Source: an optimization exercise on an open RTL-to-GDS flow (aim: small area, a short achievable clock period and few clock cycles per item). Production flows keep margins and buffers that such runs may drop.
Function was checked by simulation only, so behaviour that the tests miss may differ from the original.
No activity file was given, so power comes from the tool's default toggle rates.

==> design/flow/design.v <==
`timescale 1ns / 1ps
module Adder(input[17:0] a, input[17:0] b, output reg[17:0] out);
   always @(a or b)
    begin
      out = a + b;
     end
endmodule
`timescale 1ns / 1ps
module Multiplier(input[7:0] a, input[7:0] b, output reg[17:0] out);
   always @(a or b)
    begin
      out = a*b ;
     end
endmodule
`timescale 1ns / 1ps
module MultOperand(input clk, input rst, input[7:0] data_in, input Write, output[7:0] out);
   reg[7:0] data;
   always@(posedge clk)
    begin
      if(rst)
        data <= 8'd0;
      if(Write)
        data <= data_in;
    end
  assign out = data;
endmodule
`timescale 1ns / 1ps
module Res(input clk, input rst,input clearRes, input[17:0] data_in, input Reswrite, output[17:0] res_out);
  reg[17:0] data;
   always@(posedge clk)
    begin
      if(rst)
        data<= 18'd0;
      if(clearRes)
	data <= 18'd0;
      if(Reswrite)
        data <= data_in;
     end
  assign res_out = data;
endmodule
`timescale 1ns / 1ps
module Memory8 (input clk, input rst, input[7:0] data_in,input[4:0] addr,
                 input memWrite,input memRead, output reg[7:0] out);
 reg [7:0] dataMem [31:0];
 integer i;
 always@(posedge clk, posedge rst)
  begin
    if(rst)
      begin
        for(i = 0; i< 32 ; i = i + 1)
          dataMem[i] <= 8'd0;
      end
    else if(memWrite)
      dataMem[addr] <= data_in;
  end
 always@ (*)
  begin
    out = dataMem[addr];
  end
endmodule
`timescale 1ns / 1ps
module Memory18  (input clk, input rst, input[17:0] data_in,input[4:0] addr,input memWrite,input memRead, output reg[17:0] out);
 reg [17:0] dataMem [31:0];
 integer i;
 always@(posedge clk, posedge rst)
  begin
    if(rst)
      begin
        for(i = 0; i< 32 ; i = i + 1)
          dataMem[i] <= 18'd0;
      end
   else if(memWrite) begin
      dataMem[addr] <= data_in;
      end 
  end
 always@ (*)
  begin
    if(memRead && addr <= 5'd8)
      out <= dataMem[addr];
		else
		begin out<= 8'd0; end
  end
endmodule
`timescale 1ns / 1ps
module datapath  (input clk, input rst, input memin_read,input memin_write,
            input memout_read, input memout_write,
            input Reswrite, input Awrite, input Bwrite, input clearRes,
            input[4:0] addr, input[7:0] data_in , input[4:0]memout_addr,input[1:0]part,
	    output [7:0]Dataout
    );
    wire[17:0] add_res, res_out, memout_out, mult_res;
    wire [7:0] memin_out, A_out, B_out;
    Adder add(res_out, mult_res, add_res);
    Res result(clk, rst, clearRes, add_res, Reswrite, res_out);
    MultOperand A(clk, rst, memin_out, Awrite,A_out);
    Multiplier mult (A_out, B_out, mult_res);
    Memory8 memin(clk, rst, data_in, addr, memin_write, memin_read, memin_out);
    Memory18 memout(clk, rst, res_out, memout_addr, memout_write, memout_read, memout_out);
    MultOperand B(clk, rst, memin_out, Bwrite, B_out);
 assign Dataout = part[0]? memout_out[15:8]:
						part[1]? {6'd0,memout_out[17:16]}:
						(~(part[0]||part[1]))? memout_out[7:0]:
						8'b0;
endmodule
`timescale 1ns / 1ps
module controller(input st,rst,clk,output reg memin_read,memin_write,Awrite,Bwrite,Reswrite,memout_read,
                  memout_write,clearRes,done , output reg[4:0]addr , output reg[4:0]addr18 ,output reg[1:0]part);
reg [3:0] current_state;
reg [3:0] next_state;
reg [4:0] count18;
reg c18;
reg [1:0] count3;
reg c3;
reg [3:0] count9;
reg c9;
reg [4:0] count27;
reg c27;
reg memin_read_n, memin_write_n, Awrite_n, Bwrite_n, Reswrite_n, memout_read_n,
    memout_write_n, clearRes_n, done_n;
reg [4:0] addr_n, addr18_n;
reg [1:0] part_n;
always@(*) begin
  next_state = 4'd0;
  case(current_state)
  4'b0000: next_state = (st)? 4'b0001 : 4'b0000; 
  4'b0001: next_state = (~st)? 4'b0010 : 4'b0001;  
  4'b0010: next_state = (c18)? 4'b0011 : 4'b0010;
  4'b0011: next_state = 4'b0100;
  4'b0100: next_state = 4'b0101;
  4'b0101: next_state = 4'b0110;
  4'b0110: next_state = (c3) ? 4'b0111 : 4'b0011;
  4'b0111: next_state = 4'b1000;
  4'b1000: next_state = (c9)?4'b1001 : 4'b0011;
  4'b1001: next_state = 4'b1010;
  4'b1010: next_state = (c27)? 4'b0000 : 4'b1010;
  default: next_state = 4'b0000;
  endcase
end
always@(*) begin
  memin_read_n=0; 
  memin_write_n=0; 
  Awrite_n=0; 
  Bwrite_n=0; 
  Reswrite_n=0; 
  memout_read_n=0; 
  memout_write_n=0; 
  clearRes_n=0; 
  done_n=0;
  addr_n = 5'd0; addr18_n = 5'd0; part_n = 2'd0;
  case(current_state)
  4'b0010: begin 
           if (!c18)
             memin_write_n = 1;
           addr_n = count18;
           end
  4'b0011: begin
           memin_read_n = 1; 
           Awrite_n = 1;  
           if ( count9 < 4'b0011)
          	 addr_n = count3;
	   else if ( count9 < 4'b0110 )
	  	 addr_n = 3 + count3;
	   else if ( count9 < 4'b1001 )
	  	 addr_n = 6 + count3;
           end
  4'b0100: begin
           memin_read_n = 1; 
           Bwrite_n = 1; 
	   if ( count9 < 4'b0011)
	   	addr_n = (count3*3) + count9 + 9;
	   else if ( count9 < 4'b0110 )
		addr_n = (count3*3) + count9 + 6;
	   else if ( count9 < 4'b1001 )
		addr_n = (count3*3) + count9 + 3;
          end
  4'b0110: begin 
           Reswrite_n = 1; 
           end
  4'b0111: begin memout_write_n = 1; addr18_n = count9; end
  4'b1000: begin 
          clearRes_n = 1; 
          end
  4'b1001: begin done_n = 1; end
  4'b1010: begin 
          memout_read_n = 1;
          if( count27 == 5'd0 || count27 == 5'd1 || count27 == 5'd2)
            	addr18_n = 5'd0;
          else if  ( count27 == 5'd3 || count27 == 5'd4 || count27 == 5'd5)
            addr18_n = 5'd1;
          else if  ( count27 == 5'd6 || count27 == 5'd7 || count27 == 5'd8)
            addr18_n = 5'd2;
          else if  ( count27 == 5'd9 || count27 == 5'd10 || count27 == 5'd11)
            addr18_n = 5'd3;
          else if  ( count27 == 5'd12 || count27 == 5'd13 || count27 == 5'd14)
            addr18_n = 5'd4;
          else if  ( count27 == 5'd15 || count27 == 5'd16 || count27 == 5'd17)
            addr18_n = 5'd5;
          else if  ( count27 == 5'd18 || count27 == 5'd19 || count27 == 5'd20)
            addr18_n = 5'd6;
          else if  ( count27 == 5'd21 || count27 == 5'd22 || count27 == 5'd23)
            addr18_n = 5'd7;
          else if  ( count27 == 5'd24 || count27 == 5'd25 || count27 == 5'd26)
            addr18_n = 5'd8;
          else 
             addr18_n = 5'd9;
           part_n = count27-(addr18_n*3); 
       end
  default: ;
  endcase
end
always@(posedge clk) begin
  memin_read <= memin_read_n;
  memin_write <= memin_write_n;
  Awrite <= Awrite_n;
  Bwrite <= Bwrite_n;
  Reswrite <= Reswrite_n;
  memout_read <= memout_read_n;
  memout_write <= memout_write_n;
  clearRes <= clearRes_n;
  done <= done_n;
  addr <= addr_n;
  addr18 <= addr18_n;
  part <= part_n;
  case(current_state)
  4'b0000: begin
           count18 <= 5'd0; c18 <= 1'd0;
           count3 <= 2'd0; c3 <= 1'd0;
           count9 <= 4'd0; c9 <= 1'd0;
           count27 <= 5'd0; c27 <= 1'd0;
           end
  4'b0010: begin
           if(count18 < 5'd17)
          	 count18 <= count18 + 1; 
           else
		c18 <= 1'd1;
           end
  4'b0110: begin
           if(count3 < 3)
          	 count3 <= count3 + 2'd1; 
           else
		c3 <= 1'd1;
           end
  4'b0111: begin count3 <= 2'd0; c3 <= 1'd0; end
  4'b1000: begin
          if(count9 < 4'b1000)
         	 count9 <= count9+1;  
          else
                 c9 <= 1'd1;    
          end
  4'b1010: begin
                if( count27 < 5'd26)
			count27 <= count27 + 5'd1;
                else
                	c27 <= 1'd1;
          end
  default: ;
  endcase
end
always@(posedge clk , posedge rst) begin
  if(rst) current_state <= 4'b0;
  else current_state <= next_state;
end
endmodule
`timescale 1ns / 1ps
module toplv_matmul(input st,rst,clk  , input[7:0] data_in   , output  done ,output [7:0]dataout);
    wire Reswrite,Awrite,Bwrite,memin_read,memin_write,memout_read,memout_write;
    wire clearRes;
    wire[4:0]addr;
    wire[4:0]addr18;
    wire[1:0] part;
   datapath  dp(clk,rst,memin_read,memin_write,memout_read,memout_write,Reswrite,Awrite,Bwrite,clearRes,addr,data_in,addr18, part,dataout);
   controller control(st,rst,clk,memin_read,memin_write,Awrite,Bwrite,Reswrite,memout_read,memout_write,clearRes,done,addr,addr18 , part);
endmodule
==> design/flow/run.sh <==
#!/bin/bash
# synth_recipe.tcl (not shown) runs the flow's synth.tcl, then flattens the netlist and writes it again
# the make line also repeats each setting of config.mk as NAME=value (left out here)
make -C /OpenROAD-flow-scripts/flow DESIGN_CONFIG=/design/flow/config.mk WORK_HOME=/design/flow/orfs CLKGATE_MAP_FILE= SYNTH_SCRIPT=/design/flow/synth_recipe.tcl finish
==> design/flow/config.mk <==
export PLATFORM = sky130hd
export DESIGN_NAME = toplv_matmul
export DESIGN_NICKNAME = toplv_matmul
export VERILOG_FILES = /design/flow/design.v
export SDC_FILE = /design/flow/constraint.sdc
export NUM_CORES = 4
export LEC_CHECK = 0
export CAP_MARGIN = 20
export CORE_MARGIN = 2
export CORE_UTILIZATION = 40
export SLEW_MARGIN = 20
==> design/flow/constraint.sdc <==
create_clock -name core_clock -period 10.0 [get_ports {clk}]
set_input_delay 2.0000 -clock core_clock [delete_from_list [all_inputs] [get_ports {clk}]]
set_output_delay 2.0000 -clock core_clock [all_outputs]
set_load 0.01 [all_outputs]
==> results of run 1 <==
[through the flow]
step           instance area, sq um  hold WS, ns
2_1_floorplan                 31800        0.412
3_3_place_gp                  32900        0.468
5_1_grt                       35200        0.477
6_report                      35200        0.472
4_1_cts                       35200        0.487
3_5_place_dp                  32900        0.473
[routing by layer]
layer	vias to the layer above	share of wire, %
met5	-	0.048
met4	4	4.6
met3	268	7.3
met2	1008	46
met1	11581	42
li1	9616	-
[worst paths after layout]
path,start,end,slack (ns),depth (start not counted)
worst max-delay path,control.addr18[2],dataout[5],3.61,8
worst min-delay path,control.c18,control.memin_write,0.47,1
min in group asynchronous,rst,dp.memin.dataMem[21][4],2.03,3
worst min register to register,control.c18,control.memin_write,0.47,1
worst max register to register,dp.result.data[4],dp.result.data[14],4.86,15
max in group asynchronous,rst,dp.memin.dataMem[14][0],6.10,5
[registers in the layout, indices dropped and copies added, names as in the netlist, 5 cells and up]
register,flops
control.count27,5
dp.A.data,8
dp.memin.dataMem,256
dp.B.data,8
control.addr,5
dp.memout.dataMem,288
control.count18,5
dp.result.data,18
[logic make-up after synthesis]
| logic type | synth area share [%] |
|---|---|
| DFF | 49.4 |
| muxes | 20.9 |
| and+or+nand+nor | 9.64 |
| AOI/OAI and AO/OA | 9.59 |
| buffers and inverters | 4.03 |
| adders and majority gates | 5.67 |
| xor gates and xnor gates | 0.716 |
[placed cells by master (no fill, tap or decap), types with 34 or more instances in the layout]
cell / Yosys / layout
nand3_1: 65 / 65
mux2i_1: 48 / 48
and3_1: 55 / 55
a21oi_1: 59 / 59
clkbuf_16: 0 / 74
a22oi_1: 48 / 48
nand2_1: 138 / 138
dfrtp_1: 548 / 548
buf_4: 5 / 45
o21ai_0: 88 / 88
fa_1: 52 / 52
nor2_1: 103 / 94
inv_1: 119 / 118
mux2_2: 545 / 545
edfxtp_1: 54 / 54
ha_1: 61 / 61
and2_1: 49 / 49
a32oi_1: 34 / 34
[final cells by class]
type	count	area (sq um)	share of cell area, %
inverters	120	454	1.29
multi-input cells	1751	14900	42.3
flip-flops and latches	621	15700	44.6
clock buffers	106	2060	5.85
clock inverters	19	206	0.586
well taps	1050	1310	3.73
repair buffers	68	587	1.66
[worst reg2reg max path: stages (launching register included)]
cell and delay [ns]:
edfxtp_1 0.73, inv_1 0.24, fa_1 0.58, inv_1 0.05
fa_1 0.45, ha_1 0.29, inv_1 0.05, fa_1 0.53
inv_1 0.06, ha_1 0.28, a211oi_1 0.35, o21ai_0 0.19
a21o_1 0.21, a221o_1 0.38, a31oi_1 0.23, mux2i_1 0.32
[Yosys cell counts (all sizes together), types with 21 or more instances]
master  count
dfrtp     548
nand2b     21
a32oi      34
a221oi     25
mux2i      48
nand3      65
a21oi      59
and3       56
nand4      23
nor2      105
nor3       38
ha         61
inv       119
a22o       29
o21ai      89
mux2      546
a22oi      48
buf        95
edfxtp     54
nand2     139
clkbuf     84
fa         52
and2       54
[power groups by stage]
| stage | combinational, mW | sequential (mW) | clock [mW] |
|---|---|---|---|
| final | 3.10 | 3.53 | 2.54 |
| after global routing | 3.45 | 3.58 | 2.69 |
| after CTS | 3.08 | 3.52 | 2.59 |
| after detailed placement | 3.07 | 3.56 | 0 |
| after global placement | 2.98 | 3.55 | 0 |
| after floorplan | 2.43 | 3.21 | 0 |
==> metrics.csv, run 1 <==
stage;metric;value;unit
status;status;no timing/DRC/antenna violations;
logic_synthesis;netlist_instances;2671;
sta;slew_headroom;18.3;%
worst_hold_path;hold_path_class;reg -> reg;
logic_synthesis;yosys-top-cells-area;dfrtp_1 43%, mux2_2 19%, edfxtp_1 5.1%;
clock_tree;post_cts_buffers;0;
clock_tree;path_clk_slew;0.06;ns
routing;vias_per_cell;6.02;
power_and_ir_drop;internal_power;5.72;mW
finish;fin_cells;3735;
power_and_ir_drop;power.total;9.17;mW
power_and_ir_drop;p_per_area;260;nW/um^2
logic_synthesis;syn_area_per_cell;11.9;sq um
clock_tree;numClockSinks;621;
clock_tree;cts_tree;done;
sta;hold_viol;0;
power_and_ir_drop;peakVddDrop;0.141;mV
logic_synthesis;synth-seq-cells;621;
sta;drv_slew;0;
sta;fmax;156;MHz
logic_synthesis;ys_types;82;
routing;num_vias;22477;
finish;fillers;7195;
logic_synthesis;synth_area_leader_cell;dfrtp_1;
logic_synthesis;synth_nets;2795;
critical_path;worst-path-buf-inv;3;
finish;drive_gt1_share;28.0;%
die;dieWidth;286;microns
grt;grtUsageMet2;38.3;%
routing;drc;0;
critical_path;crit_type;reg -> out;
clock_tree;postCtsHoldBufs;0;
run;drv_cap;0;
placed_design;portBuffers;19;
sta;setup-violations-final;0;
logic_synthesis;ys.flop_type;dfrtp_1;
logic_synthesis;seq_area_frac_synth;49.4;%
critical_path;slowest_delay;0.68;ns
placed_design;gp_congestion;0.960;
grt;grt_pass1_vias;22789;
clock_tree;htree_levels;3;
die;die_h;286;microns
sta;min_period_over_period;63.9;%
routing;drtIter0Drc;2063;
clock_tree;cts_root_buf;clkbuf_16;
power_and_ir_drop;power_leakage;15.7;nW
sta;finalWorstSetupSlack;3.61;ns
finish;insertedDiodeCount;0;
die;fp-row-count;103;
clock_tree;cts.path.max_buffers;3;
critical_path;critical_path.top_delay_family;buffers and inverters;
critical_path;end_kind;output pin;
routing;wl_per_cell;26.3;microns
die;start_util;40.3;%
power_and_ir_drop;p_switching;3.46;mW
power_and_ir_drop;pwr-share-seq;38.4;%
critical_path;critPathLaunchType;flop;
sta;final.min_clock_period;6.39;ns
power_and_ir_drop;p_clk_share;27.7;%
clock_tree;numCtsBuffers;71;
routing;dr.pass1.iters;7;
grt;grt_antenna_before_repair;1;
die;ios;20;
placed_design;place_ws;4.15;ns
grt;overflow;0;
sta;rsz0062_at_grt;false;
grt;grtUsageMet3;4.40;%
grt;grt_util_met1;31.8;%
grt;grt_pass1_wl;149000;microns
logic_synthesis;synthDominantCellAreaShare;43.1;%
critical_path;crit_chain;buf_4 > inv_1 > nor2_1 > a221oi_1 > nor3_1 > a2111oi_0 > o22ai_1 > clkdlybuf4s50_1;
placed_design;hpwl;65800;microns
logic_synthesis;synth_area;31800;sq um
die;core-area;78900;sq um
sta;worstMarginPinSlew;1.22;ns
finish;final_core_util;44.7;%
critical_path;critical_path_arrival;4.39;ns
routing;wl;98100;microns
routing;postRouteAntennaNets;0;
sta;finClkSkew;0.0554;ns
critical_path;crit_fanout;34;
power_and_ir_drop;combPwrFrac;33.8;%
grt;grt_usage;23.9;%
clock_tree;clk_latency;0.64;ns
sta;setup_tns;0;ns
grt;grt-busiest-layer;met2;
die;dieArea;81800;sq um
clock_tree;cts_resized;0;
logic_synthesis;async_flop_share;88.2;%
finish;area_growth_syn_to_layout;10.9;%
grt;grt_max_degree;192;
placed_design;dpl.cell_count;3608;
finish;nets;2757;
logic_synthesis;yosysWarnings;9;
power_and_ir_drop;p_sw_share;37.7;%
critical_path;worstPathRequired;8.00;ns
logic_synthesis;synth_edf_count;54;
critical_path;cp_slowest_cell;a2111oi_0;
Testbench counts, summed over its fixed seeds: cycles 25,920, items 96.
==> inputs of run 2 (changes only) <==
==> design/flow/design.v (replaced) <==
`timescale 1ns / 1ps
module toplv_matmul(input st, rst, clk, input [7:0] data_in,
                    output done, output [7:0] dataout);
  reg [5:0] T;         
  reg       armed;     
  always @(posedge clk or posedge rst) begin
    if (rst) begin
      T <= 6'd0;
      armed <= 1'b0;
    end else if (T != 6'd0) begin
      T <= (T == 6'd47) ? 6'd0 : T + 6'd1;
    end else if (armed) begin
      if (!st) begin
        T <= 6'd1;
        armed <= 1'b0;
      end
    end else if (st) begin
      armed <= 1'b1;
    end
  end
  reg [7:0] ra [0:8];
  reg [7:0] rb [0:8];
  wire lda = (T < 6'd11);
  wire ldb = (T < 6'd20);
  integer q;
  always @(posedge clk) begin
    ra[0] <= lda ? data_in : ra[8];
    rb[0] <= ldb ? data_in : rb[8];
    for (q = 1; q < 9; q = q + 1) begin
      ra[q] <= ra[q-1];
      rb[q] <= rb[q-1];
    end
  end
  reg [1:0] m;
  reg [1:0] sa;      
  reg [2:0] sb;      
  integer i, j, k;
  always @(*) begin
    m = 2'd0; sa = 2'd0; sb = 3'd0;
    for (i = 0; i < 3; i = i + 1)
      for (j = 0; j < 3; j = j + 1)
        for (k = 0; k < 3; k = k + 1)
          if (T == 18 + 9*i + 3*j + k) begin
            m = k;
            sa = (2 + 2*i + j) % 3;           
            case ((6 + 2*j + 9 - 2*k) % 9)
              1: sb = 3'd0;
              2: sb = 3'd1;
              4: sb = 3'd2;
              6: sb = 3'd3;
              default: sb = 3'd4;             
            endcase
          end
  end
  wire [7:0] opa = (sa == 2'd0) ? ra[0] : (sa == 2'd1) ? ra[3] : ra[6];
  wire [7:0] opb = (sb == 3'd0) ? rb[1] : (sb == 3'd1) ? rb[2] :
                   (sb == 3'd2) ? rb[4] : (sb == 3'd3) ? rb[6] : rb[8];
  reg  [16:0] acc;
  reg  [17:0] outr;
  reg         done_r;
  wire [17:0] s = ((m == 2'd0) ? 18'd0 : {1'b0, acc}) + opa * opb;
  always @(posedge clk) begin
    acc <= s[16:0];
    outr <= (m == 2'd2) ? s : {8'd0, outr[17:8]};
    done_r <= (T == 6'd19);
  end
  assign done = done_r;
  assign dataout = outr[7:0];
endmodule
==> run 2 against run 1 <==
Effect of this change: design area decreased by 74%; global-route usage decreased by 8.1 points; area after synthesis decreased by 74%; clock skew decreased by 0.041 ns; non-clock buffer count decreased by 46; sequential share of layout area decreased by 3.8 points; first-iteration DRC count decreased by 84%; register-to-register slack got worse by 2.3 ns; synthesized cell count decreased by 71%; power decreased by 78%; clock power decreased by 73%; worst hold slack got worse by 0.15 ns; critical path type is now reg -> reg; largest power group unchanged.
==> metrics.csv, run 2 <==
stage;metric;value;unit;change
status;status;no timing/DRC/antenna violations;;
finish;nets;874;;-68%
logic_synthesis;yosysMostFrequentCell;dfxtp_1;;
finish;fin_cells;1051;;-72%
grt;grt_pass1_vias;5086;;-78%
clock_tree;htree_levels;4;;+1
logic_synthesis;syn_area_per_cell;11.0;sq um;-8.0%
die;fp-row-count;52;;-50%
logic_synthesis;synthDominantCellAreaShare;43.2;%;about the same
finish;final_cell_mix;180 x dfxtp_1, 88 x inv_1, 57 x nor2_1;;
finish;area_growth_syn_to_layout;11.0;%;
logic_synthesis;netlist_instances;762;;-71%
clock_tree;post_cts_buffers;0;;unchanged
placed_design;dpl.cell_count;1020;;-72%
logic_synthesis;yosys-top-cells-area;dfxtp_1 43%, fa_1 12%, ha_1 6.6%;;
clock_tree;clk_latency;0.43;ns;-0.21 ns
routing;dr.pass1.iters;5;;-2
grt;grt_max_degree;32;;-83%
die;dieWidth;148;microns;-48%
critical_path;crit_type;reg -> reg;;
routing;drtIter0Drc;335;;-84%
die;dieArea;22000;sq um;-73%
clock_tree;cts_tree;done;;
die;die_h;148;microns;-48%
logic_synthesis;synth_area;8350;sq um;-74%
routing;drc;0;;unchanged
logic_synthesis;async_flop_share;3.74;%;-85 points
routing;vias_per_cell;4.92;;-18%
critical_path;cp-startpoint;T[0];;
critical_path;critPathLaunchType;flop;;
worst_hold_path;hold_path_class;reg -> reg;;
grt;grt_pass1_wl;26900;microns;-82%
logic_synthesis;yosysWarnings;3;;-6
run;drv_cap;0;;unchanged
sta;min_period_over_period;74.1;%;+10 points
die;start_util;41.0;%;+0.68 points
sta;worstMarginPinSlew;0.955;ns;-0.262 ns
placed_design;place_ws;2.67;ns;-1.49 ns
logic_synthesis;synthTopCellsByCount;180 x dfxtp_1, 88 x inv_1, 57 x nor2_1;;
logic_synthesis;synth-seq-cells;187;;-70%
critical_path;critical_path_arrival;7.69;ns;+3.30 ns
grt;grt_usage;15.8;%;-8.1 points
sta;fmax;135;MHz;-14%
critical_path;end_kind;flop;;
placed_design;gp_congestion;0.881;;-8.1%
logic_synthesis;seq_area_frac_synth;45.3;%;-4.2 points
logic_synthesis;ys_types;64;;-22%
finish;fillers;1839;;-74%
sta;drv_slew;0;;unchanged
critical_path;crit_fanout;19;;-44%
finish;insertedDiodeCount;0;;unchanged
routing;wl;16300;microns;-83%
sta;setup-violations-final;0;;unchanged
finish;layout_commonest_cell;dfxtp_1;;
routing;wl_per_cell;15.5;microns;-41%
grt;overflow;0;;unchanged
clock_tree;cts_root_buf;clkbuf_16;;
clock_tree;numClockSinks;187;;-70%
clock_tree;numCtsBuffers;17;;-76%
sta;setup_tns;0;ns;unchanged
clock_tree;cts_resized;0;;unchanged
power_and_ir_drop;peakVddDrop;0.0898;mV;-36%
die;core-area;20400;sq um;-74%
critical_path;worstPathRequired;10.28;ns;+2.28 ns
clock_tree;path_clk_slew;0.07;ns;about the same
routing;postRouteAntennaNets;0;;unchanged
logic_synthesis;ys.flop_type;dfxtp_1;;
die;ios;20;;unchanged
sta;finClkSkew;0.0145;ns;-0.0409 ns
finish;top_regs;ra x72, rb x72, outr x18;;
logic_synthesis;synth_edf_count;0;;-100%
sta;final.min_clock_period;7.41;ns;+1.02 ns
routing;num_vias;5167;;-77%
logic_synthesis;synth_area_leader_cell;dfxtp_1;;
critical_path;reg2reg_from;T[0];;
clock_tree;postCtsHoldBufs;0;;unchanged
finish;final_core_util;45.5;%;+0.81 points
clock_tree;cts.path.max_buffers;2;;-1
placed_design;portBuffers;19;;unchanged
sta;hold_viol;0;;unchanged
power_and_ir_drop;power_leakage;4.14;nW;-74%
worst_hold_path;hp-start;rb[3][3];;
logic_synthesis;synth_nets;867;;-69%
power_and_ir_drop;p_per_area;215;nW/um^2;-17%
sta;slew_headroom;36.4;%;+18 points
grt;grt_antenna_before_repair;0;;-1
placed_design;placed_area;8660;sq um;-74%
sta;rsz0062_at_grt;false;;
finish;drive_gt1_share;12.3;%;-16 points
finish;design_area;9270;sq um;-74%
placed_design;hpwl;11800;microns;-82%
sta;finalWorstSetupSlack;2.59;ns;-1.02 ns
-- run 2: power breakdown --
part           switching (mW)  internal (mW)
Clock                   0.292          0.404
Sequential             0.0283          0.811
Combinational           0.276          0.184
Total                   0.597           1.40
-- run 2: final cells by class --
cell class | instances | area (sq um) | area share [%]
inverter | 88 | 330 | 3.57
timing repair buffer | 22 | 213 | 2.30
sequential | 187 | 3780 | 40.8
tap | 270 | 338 | 3.65
clock buffer | 20 | 447 | 4.82
multi-input combinational | 453 | 4000 | 43.2
clock inverter | 11 | 159 | 1.72
-- run 2: kinds of logic (layout without fill, tap and decap cells) --
family                     after synthesis  in the layout  share of synthesized area (%)
DFF                                    187            187                           45.3
adders and majority gates               94             94                           18.6
xor gates and xnor gates                15             15                           1.57
muxes                                   57             57                           7.46
and+or+nand+nor                        182            182                           11.0
buffers and inverters                  122            141                           6.86
AOI/OAI and AO/OA                      105            105                           9.29
-- run 2: path summary, 6_finish.rpt --
kind                       endpoint  slack (ns)  cells after the start
setup / recovery           outr[16]        2.59                     23
hold / removal             rb[4][3]        0.32                      0
setup reg to reg           outr[16]        2.59                     23
hold reg to reg            rb[4][3]        0.32                      0
max in group asynchronous      T[1]        7.99                      2
min in group asynchronous      T[2]        1.80                      2
-- run 2: worst max-delay path: stages (launching register included) --
cell	delay, ns
dfrtp_1	0.46
ha_1	0.63
nor2_1	0.18
o21ai_0	0.11
o21ai_0	0.13
a32oi_2	0.73
mux2_2	0.41
mux2i_1	0.60
or2_1	0.22
fa_1	0.47
fa_1	0.55
inv_1	0.05
fa_1	0.53
inv_1	0.06
fa_1	0.53
inv_1	0.05
ha_1	0.24
nor3_1	0.24
o21ai_0	0.21
nand4_1	0.17
a31oi_1	0.13
a31o_2	0.29
xor2_1	0.15
nor2b_1	0.13
-- run 2: layer usage --
metal | routed length, microns | global-route usage (%) | vias to the layer above
met2 | 7340 | 23.9 | 106
met3 | 684 | 3.47 | 15
met1 | 8070 | 22.8 | 2504
li1 | - | - | 2542
met4 | 214 | 4.33 | 0
met5 | 0 | 0 | -
-- run 2: through the flow --
stage	power, mW	hold WS [ns]
2_1_floorplan	1.21	0.310
3_3_place_gp	1.31	0.310
3_5_place_dp	1.31	0.312
4_1_cts	2.01	0.323
5_1_grt	2.11	0.323
6_report	2.00	0.323
Testbench counts of run 2, summed over its fixed seeds: cycles 4,704, items 96.
==> inputs of run 3 (changes only) <==
--- a/design/flow/design.v
+++ b/design/flow/design.v
@@ -41,26 +41,34 @@
       for (j = 0; j < 3; j = j + 1)
         for (k = 0; k < 3; k = k + 1)
-          if (T == 18 + 9*i + 3*j + k) begin
+          if (T == 17 + 9*i + 3*j + k) begin
             m = k;
-            sa = (2 + 2*i + j) % 3;           
-            case ((6 + 2*j + 9 - 2*k) % 9)
-              1: sb = 3'd0;
-              2: sb = 3'd1;
-              4: sb = 3'd2;
-              6: sb = 3'd3;
+            case ((5 + 6*i + 3*j) % 9)
+              2: sa = 2'd0;
+              5: sa = 2'd1;
+              default: sa = 2'd2;             
+            endcase
+            case ((5 + 2*j + 9 - 2*k) % 9)
+              0: sb = 3'd0;
+              1: sb = 3'd1;
+              3: sb = 3'd2;
+              5: sb = 3'd3;
               default: sb = 3'd4;             
             endcase
           end
   end
-  wire [7:0] opa = (sa == 2'd0) ? ra[0] : (sa == 2'd1) ? ra[3] : ra[6];
-  wire [7:0] opb = (sb == 3'd0) ? rb[1] : (sb == 3'd1) ? rb[2] :
-                   (sb == 3'd2) ? rb[4] : (sb == 3'd3) ? rb[6] : rb[8];
+  reg  [7:0]  opa, opb;
+  reg         first, last;
   reg  [16:0] acc;
   reg  [17:0] outr;
   reg         done_r;
-  wire [17:0] s = ((m == 2'd0) ? 18'd0 : {1'b0, acc}) + opa * opb;
+  wire [17:0] s = (first ? 18'd0 : {1'b0, acc}) + opa * opb;
   always @(posedge clk) begin
+    opa <= (sa == 2'd0) ? ra[2] : (sa == 2'd1) ? ra[5] : ra[8];
+    opb <= (sb == 3'd0) ? rb[0] : (sb == 3'd1) ? rb[1] :
+           (sb == 3'd2) ? rb[3] : (sb == 3'd3) ? rb[5] : rb[7];
+    first <= (m == 2'd0);
+    last <= (m == 2'd2);
     acc <= s[16:0];
-    outr <= (m == 2'd2) ? s : {8'd0, outr[17:8]};
+    outr <= last ? s : {8'd0, outr[17:8]};
     done_r <= (T == 6'd19);
   end
==> run 3 against run 2 <==
Effect of this change: area after synthesis grew 4.4%; critical path type unchanged; first-iteration DRC count shrank 22%; worst setup slack gained 2.9 ns; worst hold slack lost 0.0029 ns; register-to-register slack gained 2.9 ns; largest cell class is now sequential cells; sequential power grew 11%; clock-buffer cell count grew 7; design area grew 5.5%; die area grew 4.2%; synthesized cell count grew 3.8%; clock power grew 15%.
==> metrics.csv, run 3 <==
stage;metric;value;unit;change
sta;min_period_over_period;45.4;%;-29 points
logic_synthesis;yosys-top-cells-area;dfxtp_1 45%, fa_1 11%, ha_1 6.3%;;
sta;final.min_clock_period;4.54;ns;-2.87 ns
critical_path;slowest_delay;0.66;ns;-0.07 ns
sta;hold_viol;0;;unchanged
routing;wl_per_cell;14.8;microns;-4.8%
sta;slew_headroom;46.1;%;+9.8 points
die;dieWidth;152;microns;+2.1%
sta;worstMarginPinSlew;0.808;ns;-0.147 ns
critical_path;crit_top_cell;fa_1;;
die;fp-row-count;53;;+1.9%
placed_design;gp_congestion;0.849;;-3.7%
finish;nets;909;;+4.0%
sta;finClkSkew;0.0154;ns;+0.000959 ns
sta;drv_slew;0;;unchanged
finish;layout_commonest_cell;dfxtp_1;;
placed_design;portBuffers;19;;unchanged
routing;drc;0;;unchanged
critical_path;crit_type;reg -> reg;;
critical_path;end_kind;flop;;
die;die_h;152;microns;+2.1%
worst_hold_path;hp-start;ra[0][3];;
grt;grt_pass1_wl;27200;microns;+1.2%
sta;setup_tns;0;ns;unchanged
worst_hold_path;hold_path_class;reg -> reg;;
run;drv_cap;0;;unchanged
logic_synthesis;ys.flop_type;dfxtp_1;;
logic_synthesis;synth_area_leader_cell;dfxtp_1;;
status;status;no timing/DRC/antenna violations;;
logic_synthesis;synth-seq-cells;205;;+9.6%
clock_tree;clk_latency;0.50;ns;+0.07 ns
sta;fmax;220;MHz;+63%
die;start_util;41.1;%;+0.063 points
finish;ff_latch_area;4140;sq um;+9.5%
critical_path;crit_fanout;17;;-2
logic_synthesis;ys_types;62;;-3.1%
logic_synthesis;async_flop_share;3.41;%;-0.33 points
routing;vias_per_cell;4.78;;-2.7%
critical_path;critical_path_arrival;4.93;ns;-2.76 ns
critical_path;cp-startpoint;first;;
finish;insertedDiodeCount;0;;unchanged
clock_tree;htree_levels;1;;-3
clock_tree;numClockSinks;205;;+9.6%
clock_tree;cts_root_buf;clkbuf_16;;
finish;multi_input_area;4090;sq um;+2.3%
critical_path;worstPathRequired;10.39;ns;+0.11 ns
logic_synthesis;synthTopCellsByCount;198 x dfxtp_1, 77 x inv_1, 71 x nand2_1;;
critical_path;crit_chain;nor2b_1 > fa_1 > fa_1 > fa_1 > inv_1 > fa_1 > inv_1 > ha_1 > o21ai_0 > nand2b_1 > nand4_1 > o22ai_1 > o41ai_1 > xnor2_1 > and2_1;;
finish;top_regs;ra x72, rb x72, outr x18;;
critical_path;reg2reg_depth;15;;-35%
die;ios;20;;unchanged
logic_synthesis;synth_area;8710;sq um;+4.4%
finish;fillers;2016;;+9.6%
clock_tree;path_clk_slew;0.06;ns;about the same
grt;overflow;0;;unchanged
clock_tree;numCtsBuffers;22;;+5
grt;grt_pass1_vias;5331;;+4.8%
logic_synthesis;netlist_instances;791;;+3.8%
sta;rsz0062_at_grt;false;;
clock_tree;cts.path.max_buffers;3;;+1
logic_synthesis;yosysMostFrequentCell;dfxtp_1;;
finish;area_growth_syn_to_layout;12.2;%;
power_and_ir_drop;peakVddDrop;0.129;mV;+44%
logic_synthesis;seq_area_frac_synth;47.5;%;+2.2 points
power_and_ir_drop;power_leakage;4.42;nW;+6.6%
power_and_ir_drop;p_per_area;245;nW/um^2;+14%
critical_path;cp_slowest_cell;dfxtp_1;;
logic_synthesis;yosysWarnings;3;;unchanged
critical_path;reg2reg_from;first;;
logic_synthesis;synth_edf_count;0;;unchanged
placed_design;place_ws;5.42;ns;+2.75 ns
clock_tree;post_cts_buffers;0;;unchanged
routing;drtIter0Drc;262;;-22%
clock_tree;cts_resized;0;;unchanged
routing;wl;16100;microns;-1.1%
grt;grt_usage;15.0;%;-0.74 points
sta;finalWorstSetupSlack;5.46;ns;+2.87 ns
logic_synthesis;synthDominantCellAreaShare;45.5;%;+2.3 points
routing;dr.pass1.iters;4;;-1
sta;setup-violations-final;0;;unchanged
die;core-area;21200;sq um;+4.2%
logic_synthesis;syn_area_per_cell;11.0;sq um;+0.54%
placed_design;hpwl;11500;microns;-2.4%
clock_tree;postCtsHoldBufs;0;;unchanged
routing;num_vias;5224;;+1.1%
critical_path;critPathLaunchType;flop;;
grt;grt_max_degree;28;;-13%
clock_tree;cts_tree;done;;
finish;final_cell_mix;198 x dfxtp_1, 77 x inv_1, 71 x nand2_1;;
worst_hold_path;hold_depth;0;;unchanged
logic_synthesis;synth_nets;896;;+3.3%
grt;grt_antenna_before_repair;0;;unchanged
finish;drive_gt1_share;9.18;%;-3.1 points
die;dieArea;23000;sq um;+4.2%
routing;postRouteAntennaNets;0;;unchanged
-- run 3: critical path: cells and delay by family, from the launching register on --
family / cells / cell delay (ns)
DFF: 1 / 0.66
AOI/OAI and AO/OA: 3 / 0.67
and+or+nand+nor: 4 / 0.54
xor gates and xnor gates: 1 / 0.14
adders and majority gates: 5 / 2.35
buffers and inverters: 2 / 0.09
-- run 3: worst paths after layout --
kind,to,slack [ns]
max,outr[16],5.46
min,ra[1][3],0.32
max reg2reg,outr[16],5.46
min reg2reg,ra[1][3],0.32
max in group asynchronous,T[2],8.05
min in group asynchronous,armed,1.74
-- run 3: area by class of cell --
cell class / instances / share of cell area [%]
Clock buffer: 27 / 6.15
Clock inverter: 10 / 1.19
Inverter: 77 / 2.96
Multi-Input combinational cell: 479 / 41.9
Sequential cell: 205 / 42.4
Tap cell: 275 / 3.52
Timing Repair Buffer: 19 / 1.95
-- run 3: where the power goes --
group          leakage, nW  switching [mW]  total [mW]  internal (mW)
registers             1.75          0.0416       0.935          0.893
logic                 2.31           0.387       0.657          0.271
clock network        0.349           0.318       0.798          0.480
total                 4.42           0.746        2.39           1.64
-- run 3: cells by family (layout without fill, tap and decap cells) --
kind of cell / Yosys count / after routing / synth area share (%)
AND/OR/NAND/NOR: 213 / 213 / 12.7
flip-flops: 205 / 205 / 47.5
AO/OA/AOI/OAI: 115 / 115 / 9.74
buffers and inverters: 107 / 133 / 5.51
adder cells (fa/ha/maj): 94 / 94 / 17.8
multiplexers: 45 / 45 / 5.56
XOR/XNOR: 12 / 12 / 1.21
-- run 3: through the flow --
stage | cells | utilization (%) | total power [mW] | cell area (sq um) | hold slack [ns]
6_report | 1092 | 46.0 | 2.39 | 9770 | 0.321
5_1_grt | 1092 | 46.0 | 2.57 | 9770 | 0.325
4_1_cts | 1092 | 46.0 | 2.42 | 9770 | 0.318
3_5_place_dp | 1055 | 42.7 | 1.62 | 9050 | 0.312
3_3_place_gp | 1055 | 42.7 | 1.62 | 9050 | 0.310
2_1_floorplan | 791 | - | 1.46 | 8710 | 0.310
-- run 3: metal layers --
layer  part of all wire (%)  up-vias  global-route usage (%)  routed length [microns]
met5                      0        -                       0                        0
met4                    2.0        0                    4.40                      320
met3                    4.1       26                    2.28                      655
met2                     47       78                    24.6                     7540
met1                     47     2496                    20.7                     7620
li1                       -     2624                       -                        -
Testbench counts of run 3, summed over its fixed seeds: cycles 4,704, items 96.
==> inputs of run 4 (changes only) <==
--- a/design/flow/config.mk
+++ b/design/flow/config.mk
@@ -6,6 +6,8 @@
 export NUM_CORES = 4
 export LEC_CHECK = 0
+export ABC_CLOCK_PERIOD_IN_PS = 3000
 export CAP_MARGIN = 20
 export CORE_MARGIN = 2
 export CORE_UTILIZATION = 40
+export SETUP_SLACK_MARGIN = 5
 export SLEW_MARGIN = 20
==> run 4 against run 3 <==
Effect of this change: via count is the same; combinational power is essentially flat; design area unchanged; routed wire length unchanged; clock skew unchanged; die area stayed put; clock-buffer cell count did not move; first-iteration DRC count stayed put; sequential cell count stayed put; critical path depth unchanged; power stayed put; highest routed layer unchanged.
==> metrics.csv, run 4 <==
stage;metric;value;unit;change
logic_synthesis;seq_area_frac_synth;47.5;%;unchanged
critical_path;crit_top_cell;fa_1;;
clock_tree;cts_resized;0;;unchanged
sta;slew_headroom;46.1;%;unchanged
critical_path;worst-path-buf-inv;2;;unchanged
sta;finClkSkew;0.0154;ns;unchanged
logic_synthesis;synthDominantCellAreaShare;45.5;%;unchanged
run;drv_cap;0;;unchanged
routing;drtIter0Drc;262;;unchanged
finish;multi_input_area;4090;sq um;unchanged
grt;grt_max_degree;28;;unchanged
critical_path;worstPathRequired;10.39;ns;about the same
routing;num_vias;5224;;unchanged
placed_design;gp_congestion;0.849;;unchanged
critical_path;cp_slowest_cell;dfxtp_1;;
die;dieArea;23000;sq um;unchanged
logic_synthesis;synth-seq-cells;205;;unchanged
placed_design;hpwl;11500;microns;unchanged
clock_tree;cts.path.max_buffers;3;;unchanged
finish;insertedDiodeCount;0;;unchanged
finish;layout_commonest_cell;dfxtp_1;;
placed_design;dpl.cell_count;1055;;unchanged
critical_path;crit_fanout;17;;unchanged
sta;hold_viol;0;;unchanged
routing;drc;0;;unchanged
clock_tree;numCtsBuffers;22;;unchanged
clock_tree;cts_tree;done;;
logic_synthesis;yosys-top-cells-area;dfxtp_1 45%, fa_1 11%, ha_1 6.3%;;
routing;wl;16100;microns;unchanged
clock_tree;path_clk_slew;0.06;ns;about the same
grt;overflow;0;;unchanged
sta;finalWorstSetupSlack;5.46;ns;unchanged
logic_synthesis;synth_edf_count;0;;unchanged
power_and_ir_drop;p_per_area;245;nW/um^2;unchanged
logic_synthesis;synth_area_leader_cell;dfxtp_1;;
finish;top_regs;ra x72, rb x72, outr x18;;
routing;vias_per_cell;4.78;;unchanged
finish;fin_cells;1092;;unchanged
clock_tree;post_cts_buffers;0;;unchanged
die;start_util;41.1;%;unchanged
routing;wl_per_cell;14.8;microns;unchanged
grt;grt_pass1_vias;5331;;unchanged
placed_design;place_ws;5.42;ns;unchanged
placed_design;placed_area;9050;sq um;unchanged
sta;setup-violations-final;0;;unchanged
critical_path;crit_chain;nor2b_1 > fa_1 > fa_1 > fa_1 > inv_1 > fa_1 > inv_1 > ha_1 > o21ai_0 > nand2b_1 > nand4_1 > o22ai_1 > o41ai_1 > xnor2_1 > and2_1;;
power_and_ir_drop;power_leakage;4.42;nW;unchanged
worst_hold_path;hold_path_class;reg -> reg;;
logic_synthesis;synth_area;8710;sq um;unchanged
clock_tree;cts_root_buf;clkbuf_16;;
finish;final_cell_mix;198 x dfxtp_1, 77 x inv_1, 71 x nand2_1;;
sta;setup_tns;0;ns;unchanged
critical_path;critical_path_arrival;4.93;ns;about the same
logic_synthesis;synthTopCellsByCount;198 x dfxtp_1, 77 x inv_1, 71 x nand2_1;;
logic_synthesis;yosysWarnings;3;;unchanged
clock_tree;clk_latency;0.50;ns;about the same
power_and_ir_drop;power.total;2.39;mW;unchanged
clock_tree;postCtsHoldBufs;0;;unchanged
finish;design_area;9770;sq um;unchanged
sta;final.min_clock_period;4.54;ns;unchanged
finish;fillers;2016;;unchanged
logic_synthesis;syn_area_per_cell;11.0;sq um;unchanged
power_and_ir_drop;peakVddDrop;0.129;mV;unchanged
die;ios;20;;unchanged
critical_path;crit_type;reg -> reg;;
critical_path;end_kind;flop;;
finish;nets;909;;unchanged
sta;min_period_over_period;45.4;%;unchanged
clock_tree;htree_levels;1;;unchanged
grt;grt_pass1_wl;27200;microns;unchanged
critical_path;slowest_delay;0.66;ns;about the same
sta;fmax;220;MHz;unchanged
routing;dr.pass1.iters;4;;unchanged
placed_design;portBuffers;19;;unchanged
logic_synthesis;yosysMostFrequentCell;dfxtp_1;;
die;dieWidth;152;microns;unchanged
sta;worstMarginPinSlew;0.808;ns;unchanged
logic_synthesis;async_flop_share;3.41;%;unchanged
die;fp-row-count;53;;unchanged
finish;ff_latch_area;4140;sq um;unchanged
clock_tree;numClockSinks;205;;unchanged
status;status;no timing/DRC/antenna violations;;
logic_synthesis;ys.flop_type;dfxtp_1;;
sta;drv_slew;0;;unchanged
grt;grt_usage;15.0;%;unchanged
logic_synthesis;synth_nets;896;;unchanged
critical_path;critical_path.top_delay_family;adder cells;;
critical_path;critPathLaunchType;flop;;
grt;grt_antenna_before_repair;0;;unchanged
finish;drive_gt1_share;9.18;%;unchanged
finish;area_growth_syn_to_layout;12.2;%;unchanged
logic_synthesis;netlist_instances;791;;unchanged
sta;rsz0062_at_grt;false;;
die;die_h;152;microns;unchanged
die;core-area;21200;sq um;unchanged
routing;postRouteAntennaNets;0;;unchanged
logic_synthesis;ys_types;62;;unchanged
==> run 4: cell counts after synthesis <==
Identical to the previous run, type by type.
==> run 4: path summary, 6_finish.rpt <==
kind / endpoint / start / cells past startpoint / slack, ns
max in group asynchronous: T[2] / rst / 2 / 8.05
min in group asynchronous: armed / rst / 2 / 1.74
worst min-delay path: ra[1][3] / ra[0][3] / 0 / 0.32
worst max-delay path: outr[16] / first / 15 / 5.46
worst max register to register: outr[16] / first / 15 / 5.46
worst min register to register: ra[1][3] / ra[0][3] / 0 / 0.32
==> run 4: layer usage <==
metal / part of all wire [%] / wire length (microns) / global-route usage (%)
met1: 47 / 7620 / 20.7
met2: 47 / 7540 / 24.6
met3: 4.1 / 655 / 2.28
met4: 2.0 / 320 / 4.40
met5: 0 / 0 / 0
==> run 4: layout make-up <==
type                            instances  share of cell area, %
Clock buffer                           27                   6.15
Clock inverter                         10                   1.19
Inverter                               77                   2.96
Multi-Input combinational cell        479                   41.9
Sequential cell                       205                   42.4
Tap cell                              275                   3.52
Timing Repair Buffer                   19                   1.95
==> run 4: cells by family after synthesis <==
family          synth area share (%)
compound gates                  9.74
xor+xnor                        1.21
fa+ha+maj                       17.8
buf+inv                         5.51
flops                           47.5
mux                             5.56
simple gates                    12.7
==> run 4: metrics by stage <==
stage	utilization (%)	hold slack [ns]
after global routing	46.0	0.325
after floorplan	-	0.310
after detailed placement	42.7	0.312
after CTS	46.0	0.318
after global placement	42.7	0.310
final	46.0	0.321
==> run 4: worst reg2reg max path, stage by stage, from the launching register on <==
cell and delay [ns]:
dfxtp_1 0.66, nor2b_1 0.14, fa_1 0.58, fa_1 0.44, fa_1 0.54, inv_1 0.05, fa_1 0.47, inv_1 0.04
ha_1 0.32, o21ai_0 0.18, nand2b_1 0.12, nand4_1 0.11, o22ai_1 0.10, o41ai_1 0.39, xnor2_1 0.14, and2_1 0.17
==> run 4: power by group <==
group	switching [mW]	total (mW)	leakage, nW	internal, mW
combinational	0.387	0.657	2.31	0.271
sequential	0.0416	0.935	1.75	0.893
clock	0.318	0.798	0.349	0.480
total	0.746	2.39	4.42	1.64

[re-timing with driven ports]
Ports are ideal in the flow. The routed layouts listed here were re-timed in OpenROAD. Step 1 sets driving cells, clkbuf_16 on the clock port and buf_2 on the other inputs (assumed; they add their load-dependent delay and slew). Step 2 moves the port delays by t, midway between the first and last clock arrival at a register: inputs arrive t later, outputs are due t later. That takes back most of the time a late clock gives input paths. Three values: ideal, step 1, step 2; two values: the first two.
run	shift t [ns]	slack for setup (ns)	hold WS [ns]	clock arrival spread, ns	worst data-port slew with drivers (ns)
run 1	0.677	3.606 / 3.535 / 4.213	0.472 / 0.472 / 0.472	0.058 / 0.057	0.05
run 2	0.465	2.588 / 2.588 / 2.588	0.323 / 0.323 / 0.323	0.015 / 0.015	0.03
run 3	0.536	5.461 / 5.461 / 5.461	0.321 / 0.321 / 0.321	0.016 / 0.016	0.03
run 4	0.536	5.461 / 5.461 / 5.461	0.321 / 0.321 / 0.321	0.016 / 0.016	0.03
After both steps every run listed still meets setup and hold.
